This design comes from an exercise in tuning for small area, a short achievable clock period and few clock cycles on the open sky130 flow, not from production work.

==> flow/design.v (excerpt) <==
module sha256_v2(
    input wire i_clk,
    input wire i_rst,
    input wire i_write,
    input wire [7:0] i_N,
    input wire [8:0] i_bit_miss,
    input wire i_read,
    input wire [31:0] i_data,
    output reg [31:0] o_data,
    output reg o_done
);
Size: ~5800 cells after synthesis, ~1200 flip-flops, ~86 I/O pins.
clock: 20.0 ns
lec_check: 0
abc_area: 1
cap_margin: 20
core_margin: 2
core_utilization: 60
cts_cluster_diameter: 100
cts_cluster_size: 20
slew_margin: 20
standard.sh (not shown) runs the stock make flow with config.mk's settings and CLKGATE_MAP_FILE= SYNTH_SCRIPT=/design/flow/synth_recipe.tcl, a recipe that flattens the netlist after the stock synthesis.
==> flow/flow/run.sh <==
#!/bin/bash
# Layout flow: the standard synthesis, then the standard layout with
# the timing repair told to keep a setup margin, so that it closes the design
# at a shorter period than the 20 ns constraint, and with the ports buffered
# by plain buffers (which the repair may then resize). Each step's full
# output goes to a log file of its own here.
set -euo pipefail
MARGIN=14.9
bash standard.sh synth > synth.log 2>&1
bash standard.sh SETUP_SLACK_MARGIN=$MARGIN MATCH_CELL_FOOTPRINT=0 "BUFFER_PORTS_ARGS=-buffer_cell sky130_fd_sc_hd__buf_2" "CTS_ARGS=-sink_clustering_enable -repair_clock_nets -sink_clustering_size 20 -sink_clustering_max_diameter 100 -dont_use_dummy_load" finish > layout.log 2>&1
The starting point passed the timing, DRC and antenna checks.
Rerun with:
--- a/flow/design.v
+++ b/flow/design.v
@@ -25,45 +25,37 @@
     always @(posedge i_clk or negedge i_rst) begin
         if (!i_rst) begin
             i <= 0;
         end else begin
             if (clr_i) i <= 0;
             else if (cnt_i_en) i <= i + 8'd1;
             else i <= i;
         end
     end
 endmodule
 module sha256_counter_j_v2 (
-    input  wire [31:0] a,
-    input  wire [31:0] b,
-    output wire [31:0] s
+    input wire        i_clk,
+    input wire        i_rst,
+    input wire        clr_j,
+    input wire        cnt_j_en,
+    output reg [6:0]  j
 );
-    wire [31:0] p0 = a ^ b;
-    wire [31:0] g0 = a & b;
-    reg  [31:0] G, P;
-    integer d, i;
-    always @(*) begin
-        G = g0;
-        P = p0;
-        for (d = 0; d < 5; d = d + 1)
-            for (i = 31; i >= 0; i = i - 1)
-                if (((i + 1) % (2 << d)) == 0) begin
-                    G[i] = G[i] | (P[i] & G[i - (1 << d)]);
-                    P[i] = P[i] & P[i - (1 << d)];
-                end
-        for (d = 3; d >= 0; d = d - 1)
-            for (i = 0; i < 32; i = i + 1)
-                if ((((i + 1) % (2 << d)) == (1 << d)) && (i >= (2 << d)))
-                    G[i] = G[i] | (P[i] & G[i - (1 << d)]);
+    always @(posedge i_clk or negedge i_rst) begin
+        if (!i_rst) begin
+            j <= 0;
+        end else begin
+            if (clr_j) j <= 0;
+            else if (cnt_j_en) j <= j + 7'd1;
+            else j <= j;
+        end
     end
-    assign s = p0 ^ {G[30:0], 1'b0};
 endmodule
 module sha256_functions_v2 (
     input  wire [6:0]  j,
     output wire [31:0] k_j
 );
     assign k_j   = func_k(j);
     function [31:0] func_k;
         input [6:0] j;
         begin
             case (j)
                 7'd0:  func_k = 32'h71374491;
@@ -167,23 +159,23 @@
     input  wire [31:0] w1,
     input  wire [31:0] w9,
     input  wire [31:0] w14,
     output wire [31:0] w_new
 );
     wire [31:0] sg0 = {w1[6:0], w1[31:7]} ^ {w1[17:0], w1[31:18]} ^ (w1 >> 3);
     wire [31:0] sg1 = {w14[16:0], w14[31:17]} ^ {w14[18:0], w14[31:19]} ^ (w14 >> 10);
     wire [31:0] y1s = w0 ^ w9 ^ sg0;
     wire [31:0] y1c = {(w0[30:0] & w9[30:0]) | (w0[30:0] & sg0[30:0]) | (w9[30:0] & sg0[30:0]), 1'b0};
     wire [31:0] y2s = y1s ^ y1c ^ sg1;
     wire [31:0] y2c = {(y1s[30:0] & y1c[30:0]) | (y1s[30:0] & sg1[30:0]) | (y1c[30:0] & sg1[30:0]), 1'b0};
-    sha256_counter_j_v2 u_add (.a(y2s), .b(y2c), .s(w_new));
+    assign w_new = y2s + y2c;
 endmodule
 module sha256_v2(
     input wire i_clk,
     input wire i_rst,
     input wire i_write,
     input wire [7:0] i_N,
     input wire [8:0] i_bit_miss,
     input wire i_read,
     input wire [31:0] i_data,
     output reg [31:0] o_data,
     output reg o_done
@@ -295,25 +287,24 @@
     wire [31:0] a_new = ab_s + ab_c;
     wire [31:0] e_new = eb_s + eb_c;
     reg [31:0] iva, ive;
     always @(*) begin
         case (t[1:0])
             2'd0: begin iva = IV[255:224]; ive = IV[127:96]; end
             2'd1: begin iva = IV[159:128]; ive = IV[31:0];   end
             2'd2: begin iva = IV[191:160]; ive = IV[63:32];  end
             default: begin iva = IV[223:192]; ive = IV[95:64]; end
         endcase
     end
-    wire [31:0] add_a, add_e;
-    sha256_counter_j_v2 u_add_a (.a(first ? iva : HA3), .b(a), .s(add_a));
-    sha256_counter_j_v2 u_add_e (.a(first ? ive : HE3), .b(e), .s(add_e));
+    wire [31:0] add_a = (first ? iva : HA3) + a;
+    wire [31:0] add_e = (first ? ive : HE3) + e;
     wire [31:0] hk_nx = g + kc_nx;
     wire t63 = (t == 7'd63);
     wire s_rnd = rnd_en, s_ld = t64, s_iv = iv_ld;
     wire s_hold = ~(s_rnd | s_ld | s_iv);
     wire [31:0] m_rnd = {32{s_rnd}}, m_ld = {32{s_ld}}, m_iv = {32{s_iv}}, m_hold = {32{s_hold}};
     always @(posedge i_clk) begin
         a  <= (m_rnd & a_new) | (m_ld & add_a) | (m_iv & IV[255:224]) | (m_hold & a);
         b  <= (m_rnd & a)     | (m_ld & HA0)   | (m_iv & IV[223:192]) | (m_hold & b);
         c  <= (m_rnd & b)     | (m_ld & HA1)   | (m_iv & IV[191:160]) | (m_hold & c);
         d  <= (m_rnd & c)     | (m_ld & HA2)   | (m_iv & IV[159:128]) | (m_hold & d);
         e  <= (m_rnd & e_new) | (m_ld & add_e) | (m_iv & IV[127:96])  | (m_hold & e);
What happened:
- design area increases by 1.1%
- setup slack degrades by 0.042 ns
- sequential share of layout area goes down by 0.52 points
- wire length came out higher by 13%
- utilization fell by 0.79 points
- global-route usage rises by 3.3 points
No functional check of the RTL was part of any run of this note.


## the previous run
Another version of the RTL of sha256_v2 (not shown whole).
For scale: about 5900 cells after synthesis, roughly 1200 flip-flops, about 86 I/O pins, roughly 0.063 mm² of cells after synthesis.
clock: 20.0 ns
lec_check: 0
cap_margin: 20
core_margin: 2
core_utilization: 40
slew_margin: 20
==> flow/flow/run.sh <==
#!/bin/bash
# Layout flow: the standard synthesis, then the standard layout with
# the timing repair told to keep a setup margin, so that it closes the design
# at a shorter period than the 20 ns constraint. Each step's full output goes
# to a log file of its own here.
set -euo pipefail
MARGIN=14.8
bash standard.sh synth > synth.log 2>&1
bash standard.sh SETUP_SLACK_MARGIN=$MARGIN finish > layout.log 2>&1
Looking at the reports, the previous run completed the entire flow and the layout it produced met the timing, DRC and antenna checks.
> inputs changed (the previous run -> the current run)
--- a/flow/design.v
+++ b/flow/design.v
@@ -288,24 +288,34 @@
             2'd2: begin iva = IV[191:160]; ive = IV[63:32];  end
             default: begin iva = IV[223:192]; ive = IV[95:64]; end
         endcase
     end
     wire [31:0] add_a = (first ? iva : HA3) + a;
     wire [31:0] add_e = (first ? ive : HE3) + e;
     wire [31:0] hk_nx = (t64 ? HE2 : g) + kc_nx;
-    always @(posedge i_clk) begin
+    reg [31:0] a_o, b_o, c_o, d_o, e_o, f_o, g_o, hk_o;
+    always @(*) begin
         if (iv_ld) begin
-            a <= IV[255:224]; b <= IV[223:192]; c <= IV[191:160]; d <= IV[159:128];
-            e <= IV[127:96];  f <= IV[95:64];   g <= IV[63:32];   hk <= IV[31:0] + 32'h428a2f98;
+            a_o = IV[255:224]; b_o = IV[223:192]; c_o = IV[191:160]; d_o = IV[159:128];
+            e_o = IV[127:96];  f_o = IV[95:64];   g_o = IV[63:32];   hk_o = IV[31:0] + 32'h428a2f98;
         end else if (t64) begin
-            a <= add_a; b <= HA0; c <= HA1; d <= HA2;
-            e <= add_e; f <= HE0; g <= HE1; hk <= hk_nx;
-        end else if (rnd_en) begin
+            a_o = add_a; b_o = HA0; c_o = HA1; d_o = HA2;
+            e_o = add_e; f_o = HE0; g_o = HE1; hk_o = hk_nx;
+        end else begin
+            a_o = a; b_o = b; c_o = c; d_o = d;
+            e_o = e; f_o = f; g_o = g; hk_o = hk;
+        end
+    end
+    always @(posedge i_clk) begin
+        if (rnd_en) begin
             a <= a_new; b <= a; c <= b; d <= c;
             e <= e_new; f <= e; g <= f; hk <= hk_nx;
+        end else begin
+            a <= a_o; b <= b_o; c <= c_o; d <= d_o;
+            e <= e_o; f <= f_o; g <= g_o; hk <= hk_o;
         end
     end
     always @(posedge i_clk) begin
         if (ring_add) begin
             HA0 <= add_a; HA1 <= HA0; HA2 <= HA1; HA3 <= HA2;
             HE0 <= add_e; HE1 <= HE0; HE2 <= HE1; HE3 <= HE2;
         end
==> notes.md <==
Row design area: the current run higher / the previous run lower. Min global-route usage across the current run and the previous run: the current run. On number of buffers outside the clock class in the layout, the lower figure sits with the previous run, not the current run. The current run and the previous run ended up with nearly the same clock latency at the later pin of the worst-skew pair. Final cell count: the current run vs the previous run down 378. [the current run] adder-cell share of the synthesized area fell 0.22 points relative to the previous run. NOTE: non-clock inverter total of the final layout in the current run exceeds that of the previous run. The current run ended up with a lower detailed-route wire length than the previous run did. [the current run] minimum setup slack in the final design fell 0.0058 ns relative to the previous run.
No run of this note included a check of the RTL's function; only the layout flow was run.

[re-timing with driven ports]
The results above use ideal ports. As a check the final layouts listed here were re-extracted and re-timed, cells and wires unchanged. Step 1 (the two cells are an assumption about what drives the block):
set clk [get_ports {i_clk}]
set_driving_cell -lib_cell sky130_fd_sc_hd__clkbuf_16 $clk
set_driving_cell -lib_cell sky130_fd_sc_hd__buf_2 [delete_from_list [all_inputs] $clk]
Step 2 adds t to the input delays and takes it off the output delays; t is the mean of the earliest and latest rising clock arrival at the registers after step 1. Input paths then give back, and output paths get back, about the clock's delay inside the block. Three values: ideal ports, drivers, drivers and shift; two values: the first two.
run | t, ns | slack for setup (ns) | worst register clock-pin slew, ns
the first run of note 1 | 0.715 | 14.840 / 14.762 / 14.363 | 0.09 / 0.09
the second run of note 1 | 0.729 | 14.798 / 14.715 / 14.259 | 0.10 / 0.10
the previous run | 0.858 | 14.561 / 14.561 / 13.955 | 0.07 / 0.07
the current run | 0.847 | 14.555 / 14.555 / 13.873 | 0.07 / 0.07
After both steps every run listed still meets setup and hold. The setup slack of the current run, which loses most, moves by 0.000 ns with the drivers and by -0.682 ns with both steps.
